From an optimization exercise on the open Yosys and OpenROAD flow, aimed at small area; shortcuts taken in it are not production practice.
Where RTL was checked, it was by simulation tests only, not by an equivalence proof against the original.
No activity file was given, so power comes from the tool's default toggle rates.

Setup of before:
Design top, start of the top module:
module top(
	input						clk,
	input						rst_n,
	input 	[8-1:0]	pixel_in,
	input						valid_in,
	input	[2-1:0]color_in,
	input						last_col_in,
	input						last_pic_in,
	input	[3-1:0]	mode_in,
	output 	[8-1:0]	pixel_out,
	output						valid_out,
	output  [2-1:0]color_out,
	output						last_col_out,
	output						last_pic_out,
	output						finish_operation
);
Size: about 3400 cells after synthesis, about 0.041 mm^2 of cells after synthesis.
clock: 10.0 ns
lec_check: 0
abc_area: 1
cap_margin: 20
core_margin: 2
core_utilization: 75
slew_margin: 20
standard.sh (not shown) runs the stock make flow with config.mk's settings and CLKGATE_MAP_FILE= SYNTH_SCRIPT=/design/flow/synth_recipe.tcl, a recipe that flattens the netlist after the stock synthesis.
==> flow/flow/run.sh <==
#!/bin/bash
# The standard layout with two changes:
# - the synthesis maps with an area-oriented ABC script (flow/abc_area.script);
#   everything else in it is the standard flow's own synthesis script (synth_recipe.tcl)
# - clock tree synthesis adds no dummy loads (inverters that drive nothing)
set -euo pipefail
HERE=$(pwd)
cat > "$HERE/area_synth.tcl" <<EOT
proc abc {args} {
  set i [lsearch -exact \$args -script]
  if {\$i >= 0} { set args [lreplace \$args [expr {\$i+1}] [expr {\$i+1}] $HERE/flow/abc_area.script] }
  yosys abc {*}\$args
}
source $HERE/synth_recipe.tcl
EOT
bash standard.sh SYNTH_SCRIPT="$HERE/area_synth.tcl" \
  CTS_ARGS="-sink_clustering_enable -repair_clock_nets -dont_use_dummy_load -sink_clustering_size 14 -sink_clustering_max_diameter 45 -buf_list sky130_fd_sc_hd__clkbuf_8" \
  finish > standard.log 2>&1
==> flow/flow/abc_area.script <==
strash
dch -f
amap -m -F 3 -A 10
topo
stime -c
Relative to before, the following input files were edited for after:
--- a/flow/design.v
+++ b/flow/design.v
@@ -395,21 +395,21 @@
 wire        pat  = (phase_r == P_PAT);
 always @(posedge clk) begin
     if (valid_r) begin
         xs <= {xs[119:0], data_in_r};
         s1_r <= s0;
         s2_r <= s1_r;
     end
     r_n <= r_w;
+    cl_buf <= end_col_r;
+    pl_buf <= end_pic_r;
     if (load) begin
         g_n <= g_w;
         b_n <= b_w;
-        cl_buf <= end_col_r;
-        pl_buf <= end_pic_r;
     end
 end
 always @(posedge clk or negedge rst_n) begin
     if (!rst_n) begin
         valid_r <= 1'b0;
         phase_r <= P_INIT1;
         ctype_r <= 1'b0;
         counter_r <= 3'd0;
@@ -529,37 +529,37 @@
 reg			full18, full36;		 
 reg [9:0]	s6_0, s3_0, s6_1, s3_1, s6_2, s3_2;
 wire		adv  = valid_in_reg && valid_count_0 == 2'd2;
 wire		wrap = counter_0 == 3'd5;
 wire [7:0]	pos8 = full18 ? line[143:136] : 8'd0;
 wire [7:0]	pos7 = full36 ? line[287:280] : 8'd0;
 wire [9:0]	h    = pos7 + pos8 + pixel_in_reg;
 wire [11:0]	sum9 = h + s3_0 + s6_0;
-reg  [2:0]	qh;
+reg  [1:0]	qh;
 reg  [3:0]	rh;
 reg  [4:0]	qt;
-reg  [4:0]	ql;
+reg  [5:0]	ql;
 reg  [3:0]	rl;
 integer		di;
 always @(*) begin
 	rh = sum9[11:8];
-	for (di = 7; di >= 5; di = di - 1) begin
+	for (di = 7; di >= 6; di = di - 1) begin
 		qt = {rh, sum9[di]};
-		qh[di-5] = qt >= 5'd9;
-		rh = qh[di-5] ? qt - 5'd9 : qt[3:0];
+		qh[di-6] = qt >= 5'd9;
+		rh = qh[di-6] ? qt - 5'd9 : qt[3:0];
 	end
-	rl = s9_1[8:5];
-	for (di = 4; di >= 0; di = di - 1) begin
+	rl = s9_1[9:6];
+	for (di = 5; di >= 0; di = di - 1) begin
 		qt = {rl, s9_1[di]};
 		ql[di] = qt >= 5'd9;
 		rl = ql[di] ? qt - 5'd9 : qt[3:0];
 	end
 end
-wire [7:0]	q_1  = {s9_1[11:9], ql};
+wire [7:0]	q_1  = {s9_1[11:10], ql};
 wire		upd = valid_in_reg && (state_0 == OUT || state_0 == INIT_2);
 always @(posedge clk) begin
 	if (valid_in_reg) line <= {line[279:0], pixel_in_reg};
 end
 always @(posedge clk or negedge rst_n) begin
 	if(!rst_n) begin
 		pixel_in_reg  <= 0;
 		valid_in_reg  <= 0;
@@ -622,17 +622,17 @@
 			s6_0 <= s6_1;
 			s3_0 <= s3_1;
 			s6_1 <= s6_2;
 			s3_1 <= s3_2;
 			s6_2 <= upd ? h : s6_0;
 			s3_2 <= upd ? s6_0 : s3_0;
 		end
 		oc_1 <= (valid_in_reg && state_0 == OUT) ? valid_count_0 : VOID;
-		s9_1 <= {qh, rh, sum9[4:0]};
+		s9_1 <= {qh, rh, sum9[5:0]};
 		last_col_1 <= last_col_in_reg;
 		last_pic_1 <= last_pic_in_reg;
 		oc_2 <= oc_1;
 		q_2 <= q_1;
 		last_col_2 <= last_col_1;
 		last_pic_2 <= last_pic_1;
 		pixel_out_reg <= q_2;
 		valid_out_reg <= oc_2 != VOID;
@@ -756,24 +756,21 @@
 	reg        ge_d;
 	wire       found = dv[msb];
 	wire [9:0] diff  = {1'b0, rem} - {2'b0, dv};
 	wire       ge    = ~diff[9];
 	wire [7:0] rem_s = ge ? diff[7:0] : rem[7:0];
 	wire [2:0] sh    = 3'd7 - msb;
 	always @(posedge clk) begin
 		ge_d <= ge;
+		counter <= state == FIND ? {1'b0, msb} : counter + 4'd1;
 		case (state)
 			IDLE: if (!valid_r) rem <= {1'b0, k_mean};
 			DONE: rem <= {1'b0, k_mean};
-			FIND: counter <= {1'b0, msb};
-			CALC: begin
-				counter <= counter + 4'd1;
-				rem     <= {rem_s, 1'b0};
-			end
+			CALC: rem <= {rem_s, 1'b0};
 			default: ;
 		endcase
 	end
 	always @(posedge clk or negedge rst_n) begin
 		if (~rst_n) begin
 			state   <= IDLE;
 			msb     <= 3'd7;
 			finish  <= 0;
## What came out
- The final layout from after, which completed every stage, passed the timing, design-rule and antenna checks at the end of the flow.
- Clock power: after > before
- Compared with before, after improves synthesized area.
- Compared to before, the router laid down more metal wire for after.
- Re power share of the combinational group: after and before aren't equal, and the higher value belongs to before.
- Taking before as the reference, in after utilization shows no meaningful change; number of non-clock buffers in the layout shows an increase of 3.9%; detailed-routed wire length on met2 shows a reduction of 1.9%.

raven:
Another version of the RTL of top (not shown whole).
Size in the first run: roughly 920 flip-flops.
==> module denoise, before the edit <==
module denoise(
	input			clk,
	input			rst_n,
	input 	[8-1:0]	pixel_in,
	input			valid_in,
	input			last_col_in,
	input			last_pic_in,
	output 	[8-1:0]	pixel_out,
	output			valid_out,
	output  [2-1:0]	color_out,
	output			last_col_out,
	output			last_pic_out
);
localparam INIT_12 	= 2'd0;
localparam INIT_2	= 2'd1;
localparam OUT 		= 2'd3;
localparam VOID		= 2'd3;
reg	[7:0]	pixel_in_reg;
reg			valid_in_reg;
reg			last_col_in_reg;
reg			last_pic_in_reg;
reg	[7:0]	pixel_out_reg;
reg			valid_out_reg;
reg	[1:0]	color_out_reg;
reg			last_col_out_reg;
reg			last_pic_out_reg;
assign pixel_out = pixel_out_reg;
assign valid_out = valid_out_reg;
assign color_out = color_out_reg;
assign last_col_out = last_col_out_reg;
assign last_pic_out = last_pic_out_reg;
reg [1:0]	state_0;
reg [2:0]	counter_0;
reg [1:0]	valid_count_0;
reg			init_12_last_flag;
reg			last_col_1, last_col_2;
reg			last_pic_1, last_pic_2;
reg [1:0]	oc_1, oc_2;			 
reg [11:0]	s9_1;				 
reg [7:0]	q_2;				 
reg [287:0]	line;				 
reg			full18, full36;		 
reg [9:0]	sum6_r, sum3_r, sum6_g, sum3_g, sum6_b, sum3_b;
wire		adv  = valid_in_reg && valid_count_0 == 2'd2;
wire		wrap = counter_0 == 3'd5;
wire [7:0]	pos8 = full18 ? line[143:136] : 8'd0;
wire [7:0]	pos7 = full36 ? line[287:280] : 8'd0;
wire [9:0]	h    = pos7 + pos8 + pixel_in_reg;
reg  [9:0]	s6, s3;
always @(*) begin
	case (valid_count_0)
		2'd0: begin s6 = sum6_r; s3 = sum3_r; end
		2'd1: begin s6 = sum6_g; s3 = sum3_g; end
		default: begin s6 = sum6_b; s3 = sum3_b; end
	endcase
end
wire [11:0]	sum9 = h + s3 + s6;
wire [7:0]	q_1  = s9_1 / 4'd9;
wire		upd = valid_in_reg && (state_0 == OUT || state_0 == INIT_2);
always @(posedge clk) begin
	if (valid_in_reg) line <= {line[279:0], pixel_in_reg};
end
always @(posedge clk or negedge rst_n) begin
	if(!rst_n) begin
		pixel_in_reg  <= 0;
		valid_in_reg  <= 0;
		last_col_in_reg   <= 0;
		last_pic_in_reg   <= 0;
		pixel_out_reg <= 0;
		valid_out_reg <= 0;
		color_out_reg <= 0;
		last_col_out_reg  <= 0;
		last_pic_out_reg  <= 0;
		state_0 <= INIT_12;
		counter_0 <= 0;
		valid_count_0 <= 0;
		init_12_last_flag <= 0;
		last_col_1 <= 0;
		last_col_2 <= 0;
		last_pic_1 <= 0;
		last_pic_2 <= 0;
		oc_1 <= VOID;
		oc_2 <= VOID;
		s9_1 <= 0;
		q_2 <= 0;
		full18 <= 0;
		full36 <= 0;
		sum6_r <= 0;
		sum3_r <= 0;
		sum6_g <= 0;
		sum3_g <= 0;
		sum6_b <= 0;
		sum3_b <= 0;
	end
	else begin
		pixel_in_reg  <= pixel_in;
		valid_in_reg  <= valid_in;
		last_col_in_reg   <= last_col_in;
		last_pic_in_reg   <= last_pic_in;
		init_12_last_flag <= state_0 == INIT_12 ? ((valid_count_0 == 2'd2 && wrap) ? 1'b1 : init_12_last_flag) : 1'b0;
		case (state_0)
			INIT_12: begin
				if (adv && wrap && init_12_last_flag) state_0 <= INIT_2;
				if (adv) counter_0 <= wrap ? 3'd0 : counter_0 + 3'd1;
			end
			INIT_2: begin
				if (adv && counter_0 == 3'd1) state_0 <= OUT;
				if (adv) counter_0 <= counter_0 + 3'd1;
			end
			default: begin
				if (adv && wrap) state_0 <= last_col_1 ? INIT_12 : INIT_2;
				if (adv) counter_0 <= wrap ? 3'd0 : counter_0 + 3'd1;
			end
		endcase
		if (valid_in_reg) begin
			valid_count_0 <= valid_count_0 == 2'd2 ? 2'd0 : valid_count_0 + 2'd1;
			if (valid_count_0 == 2'd2 && wrap) begin
				full18 <= 1'b1;
				if (full18) full36 <= 1'b1;
			end
		end
		if (upd) begin
			case (valid_count_0)
				2'd0: begin sum6_r <= h; sum3_r <= sum6_r; end
				2'd1: begin sum6_g <= h; sum3_g <= sum6_g; end
				default: begin sum6_b <= h; sum3_b <= sum6_b; end
			endcase
		end
		oc_1 <= (valid_in_reg && state_0 == OUT) ? valid_count_0 : VOID;
		s9_1 <= sum9;
		last_col_1 <= last_col_in_reg;
		last_pic_1 <= last_pic_in_reg;
		oc_2 <= oc_1;
		q_2 <= q_1;
		last_col_2 <= last_col_1;
		last_pic_2 <= last_pic_1;
		pixel_out_reg <= q_2;
		valid_out_reg <= oc_2 != VOID;
		color_out_reg <= oc_2;
		last_col_out_reg <= last_col_2;
		last_pic_out_reg <= last_pic_2;
	end
end
endmodule
==> module gain_div, before the edit <==
module gain_div(
	input             clk,
	input             rst_n,
	input             valid_r,
	input      [7:0]  mean_i,
	input      [7:0]  k_mean,      
	output     [11:0] k_prev,      
	output reg        finish
	);
	localparam IDLE = 2'd0;
	localparam FIND = 2'd1;
	localparam CALC = 2'd2;
	localparam DONE = 2'd3;
	reg [1:0]  state;
	reg [3:0]  counter;
	reg [2:0]  msb;
	reg [7:0]  dv;        
	reg [8:0]  rem;
	reg [12:0] k_tmp;
	wire       found = dv[msb];
	wire [9:0] diff  = {1'b0, rem} - {2'b0, dv};
	wire       ge    = ~diff[9];
	wire [7:0] rem_s = ge ? diff[7:0] : rem[7:0];
	wire [2:0] sh    = 3'd7 - msb;
	wire       shifted = state == DONE || (state == CALC && counter != {1'b0, msb});
	assign k_prev = shifted ? k_tmp[12:1] : k_tmp[11:0];
	always @(posedge clk) begin
		case (state)
			IDLE: if (!valid_r) rem <= {1'b0, k_mean};
			DONE: rem <= {1'b0, k_mean};
			FIND: counter <= {1'b0, msb};
			CALC: begin
				counter <= counter + 4'd1;
				rem     <= {rem_s, 1'b0};
			end
			default: ;
		endcase
	end
	always @(posedge clk or negedge rst_n) begin
		if (~rst_n) begin
			state   <= IDLE;
			msb     <= 3'd7;
			finish  <= 0;
			dv      <= 0;
			k_tmp   <= 0;
		end
		else begin
			case (state)
				IDLE: begin
					if (valid_r) state <= FIND;
					else         dv <= mean_i;
				end
				FIND: begin
					if (found) begin
						state   <= CALC;
						dv      <= dv << sh;
					end
					else msb <= msb - 3'd1;
				end
				CALC: begin
					if (counter == 4'd15) begin
						state   <= DONE;
						dv      <= (dv >> 1) >> sh;
					end
					k_tmp <= {k_tmp[11:0], ge};
				end
				default: begin
					finish <= 1'b1;
					state  <= IDLE;
				end
			endcase
		end
	end
endmodule
export LEC_CHECK = 0
export ABC_AREA = 1
export CAP_MARGIN = 20
export CORE_MARGIN = 2
export CORE_UTILIZATION = 75
export SLEW_MARGIN = 20
create_clock -name core_clock -period 10.0 [get_ports {clk}]
==> flow/flow/run.sh <==
#!/bin/bash
# The standard layout with two changes:
# - the synthesis maps with an area-oriented ABC script (flow/abc_area.script);
#   everything else in it is the standard flow's own synthesis script (synth_recipe.tcl)
# - clock tree synthesis adds no dummy loads (inverters that drive nothing)
set -euo pipefail
HERE=$(pwd)
cat > "$HERE/area_synth.tcl" <<EOT
proc abc {args} {
  set i [lsearch -exact \$args -script]
  if {\$i >= 0} { set args [lreplace \$args [expr {\$i+1}] [expr {\$i+1}] $HERE/flow/abc_area.script] }
  yosys abc {*}\$args
}
source $HERE/synth_recipe.tcl
EOT
bash standard.sh SYNTH_SCRIPT="$HERE/area_synth.tcl" \
  CTS_ARGS="-sink_clustering_enable -repair_clock_nets -dont_use_dummy_load -sink_clustering_size 16 -sink_clustering_max_diameter 50 -buf_list sky130_fd_sc_hd__clkbuf_8" \
  finish > standard.log 2>&1
Scripts as last shown in full above: flow/flow/abc_area.script
Relative to raven, the following input files were edited for lagoon:
diff --git a/flow/design.v b/flow/design.v
--- a/flow/design.v
+++ b/flow/design.v
@@ -525,25 +525,17 @@
 reg [1:0]	oc_1, oc_2;			 
 reg [11:0]	s9_1;				 
 reg [7:0]	q_2;				 
 reg [287:0]	line;				 
 reg			full18, full36;		 
-reg [9:0]	sum6_r, sum3_r, sum6_g, sum3_g, sum6_b, sum3_b;
+reg [9:0]	s6_0, s3_0, s6_1, s3_1, s6_2, s3_2;
 wire		adv  = valid_in_reg && valid_count_0 == 2'd2;
 wire		wrap = counter_0 == 3'd5;
 wire [7:0]	pos8 = full18 ? line[143:136] : 8'd0;
 wire [7:0]	pos7 = full36 ? line[287:280] : 8'd0;
 wire [9:0]	h    = pos7 + pos8 + pixel_in_reg;
-reg  [9:0]	s6, s3;
-always @(*) begin
-	case (valid_count_0)
-		2'd0: begin s6 = sum6_r; s3 = sum3_r; end
-		2'd1: begin s6 = sum6_g; s3 = sum3_g; end
-		default: begin s6 = sum6_b; s3 = sum3_b; end
-	endcase
-end
-wire [11:0]	sum9 = h + s3 + s6;
+wire [11:0]	sum9 = h + s3_0 + s6_0;
 wire [7:0]	q_1  = s9_1 / 4'd9;
 wire		upd = valid_in_reg && (state_0 == OUT || state_0 == INIT_2);
 always @(posedge clk) begin
 	if (valid_in_reg) line <= {line[279:0], pixel_in_reg};
 end
@@ -570,16 +562,16 @@
 		oc_2 <= VOID;
 		s9_1 <= 0;
 		q_2 <= 0;
 		full18 <= 0;
 		full36 <= 0;
-		sum6_r <= 0;
-		sum3_r <= 0;
-		sum6_g <= 0;
-		sum3_g <= 0;
-		sum6_b <= 0;
-		sum3_b <= 0;
+		s6_0 <= 0;
+		s3_0 <= 0;
+		s6_1 <= 0;
+		s3_1 <= 0;
+		s6_2 <= 0;
+		s3_2 <= 0;
 	end
 	else begin
 		pixel_in_reg  <= pixel_in;
 		valid_in_reg  <= valid_in;
 		last_col_in_reg   <= last_col_in;
@@ -604,16 +596,17 @@
 			if (valid_count_0 == 2'd2 && wrap) begin
 				full18 <= 1'b1;
 				if (full18) full36 <= 1'b1;
 			end
 		end
-		if (upd) begin
-			case (valid_count_0)
-				2'd0: begin sum6_r <= h; sum3_r <= sum6_r; end
-				2'd1: begin sum6_g <= h; sum3_g <= sum6_g; end
-				default: begin sum6_b <= h; sum3_b <= sum6_b; end
-			endcase
+		if (valid_in_reg) begin
+			s6_0 <= s6_1;
+			s3_0 <= s3_1;
+			s6_1 <= s6_2;
+			s3_1 <= s3_2;
+			s6_2 <= upd ? h : s6_0;
+			s3_2 <= upd ? s6_0 : s3_0;
 		end
 		oc_1 <= (valid_in_reg && state_0 == OUT) ? valid_count_0 : VOID;
 		s9_1 <= sum9;
 		last_col_1 <= last_col_in_reg;
 		last_pic_1 <= last_pic_in_reg;
@@ -725,11 +718,11 @@
 	input             clk,
 	input             rst_n,
 	input             valid_r,
 	input      [7:0]  mean_i,
 	input      [7:0]  k_mean,      
-	output     [11:0] k_prev,      
+	output reg [11:0] k_prev,      
 	output reg        finish
 	);
 	localparam IDLE = 2'd0;
 	localparam FIND = 2'd1;
 	localparam CALC = 2'd2;
@@ -737,19 +730,19 @@
 	reg [1:0]  state;
 	reg [3:0]  counter;
 	reg [2:0]  msb;
 	reg [7:0]  dv;        
 	reg [8:0]  rem;
-	reg [12:0] k_tmp;
+	reg        calc_d;
+	reg        ge_d;
 	wire       found = dv[msb];
 	wire [9:0] diff  = {1'b0, rem} - {2'b0, dv};
 	wire       ge    = ~diff[9];
 	wire [7:0] rem_s = ge ? diff[7:0] : rem[7:0];
 	wire [2:0] sh    = 3'd7 - msb;
-	wire       shifted = state == DONE || (state == CALC && counter != {1'b0, msb});
-	assign k_prev = shifted ? k_tmp[12:1] : k_tmp[11:0];
 	always @(posedge clk) begin
+		ge_d <= ge;
 		case (state)
 			IDLE: if (!valid_r) rem <= {1'b0, k_mean};
 			DONE: rem <= {1'b0, k_mean};
 			FIND: counter <= {1'b0, msb};
 			CALC: begin
@@ -763,13 +756,16 @@
 		if (~rst_n) begin
 			state   <= IDLE;
 			msb     <= 3'd7;
 			finish  <= 0;
 			dv      <= 0;
-			k_tmp   <= 0;
+			calc_d  <= 0;
+			k_prev  <= 0;
 		end
 		else begin
+			calc_d <= state == CALC;
+			if (calc_d) k_prev <= {k_prev[10:0], ge_d};
 			case (state)
 				IDLE: begin
 					if (valid_r) state <= FIND;
 					else         dv <= mean_i;
 				end
@@ -783,11 +779,10 @@
 				CALC: begin
 					if (counter == 4'd15) begin
 						state   <= DONE;
 						dv      <= (dv >> 1) >> sh;
 					end
-					k_tmp <= {k_tmp[11:0], ge};
 				end
 				default: begin
 					finish <= 1'b1;
 					state  <= IDLE;
 				end
Findings:
In lagoon, the part of the cycle the worst path needs came out 2.5 points above the value in raven.
[compare] base=raven new=lagoon: total number of cells along the worst setup path higher, post-synthesis async set-or-reset flop share held, power share of the clock group fell by 0.2 points.
Half-perimeter wire length after placement (higher): lagoon
| wire length of the first global-routing pass | lagoon vs raven | worse |
For lagoon, only the layout was checked, not whether the RTL still works.

==> static timing again, ports no longer ideal <==
The flow's constraints put no driver on any port. The routed layouts listed below were extracted and timed again, unchanged, in two steps.
Step 1 (the two cells are an assumption about what drives the block):
set clk [get_ports {clk}]
set_driving_cell -lib_cell sky130_fd_sc_hd__clkbuf_16 $clk
set_driving_cell -lib_cell sky130_fd_sc_hd__buf_2 [delete_from_list [all_inputs] $clk]
Step 2, shift: input delay + t, output delay - t, t = (earliest + latest rising clock arrival at the registers) / 2. This alone moves slack from input paths to output paths.
Three values: no drivers, after step 1, after step 2; two values: the first two.
| run | shift t [ns] | setup slack, ns | hold WS [ns] | latest minus earliest clock arrival (ns) | worst slew at a driven data input, ns |
|---|---|---|---|---|---|
| before | 0.738 | 0.789 / 0.789 / 0.789 | 0.335 / 0.335 / 0.335 | 0.111 / 0.111 | 0.07 |
| after | 0.746 | 0.754 / 0.754 / 0.754 | 0.333 / 0.333 / 0.333 | 0.102 / 0.103 | 0.11 |
| raven | 0.726 | 0.833 / 0.833 / 0.833 | 0.243 / 0.243 / 0.243 | 0.106 / 0.107 | 0.07 |
| lagoon | 0.728 | 0.579 / 0.579 / 0.579 | 0.314 / 0.314 / 0.314 | 0.117 / 0.117 | 0.06 |
After both steps every run listed still meets setup and hold.
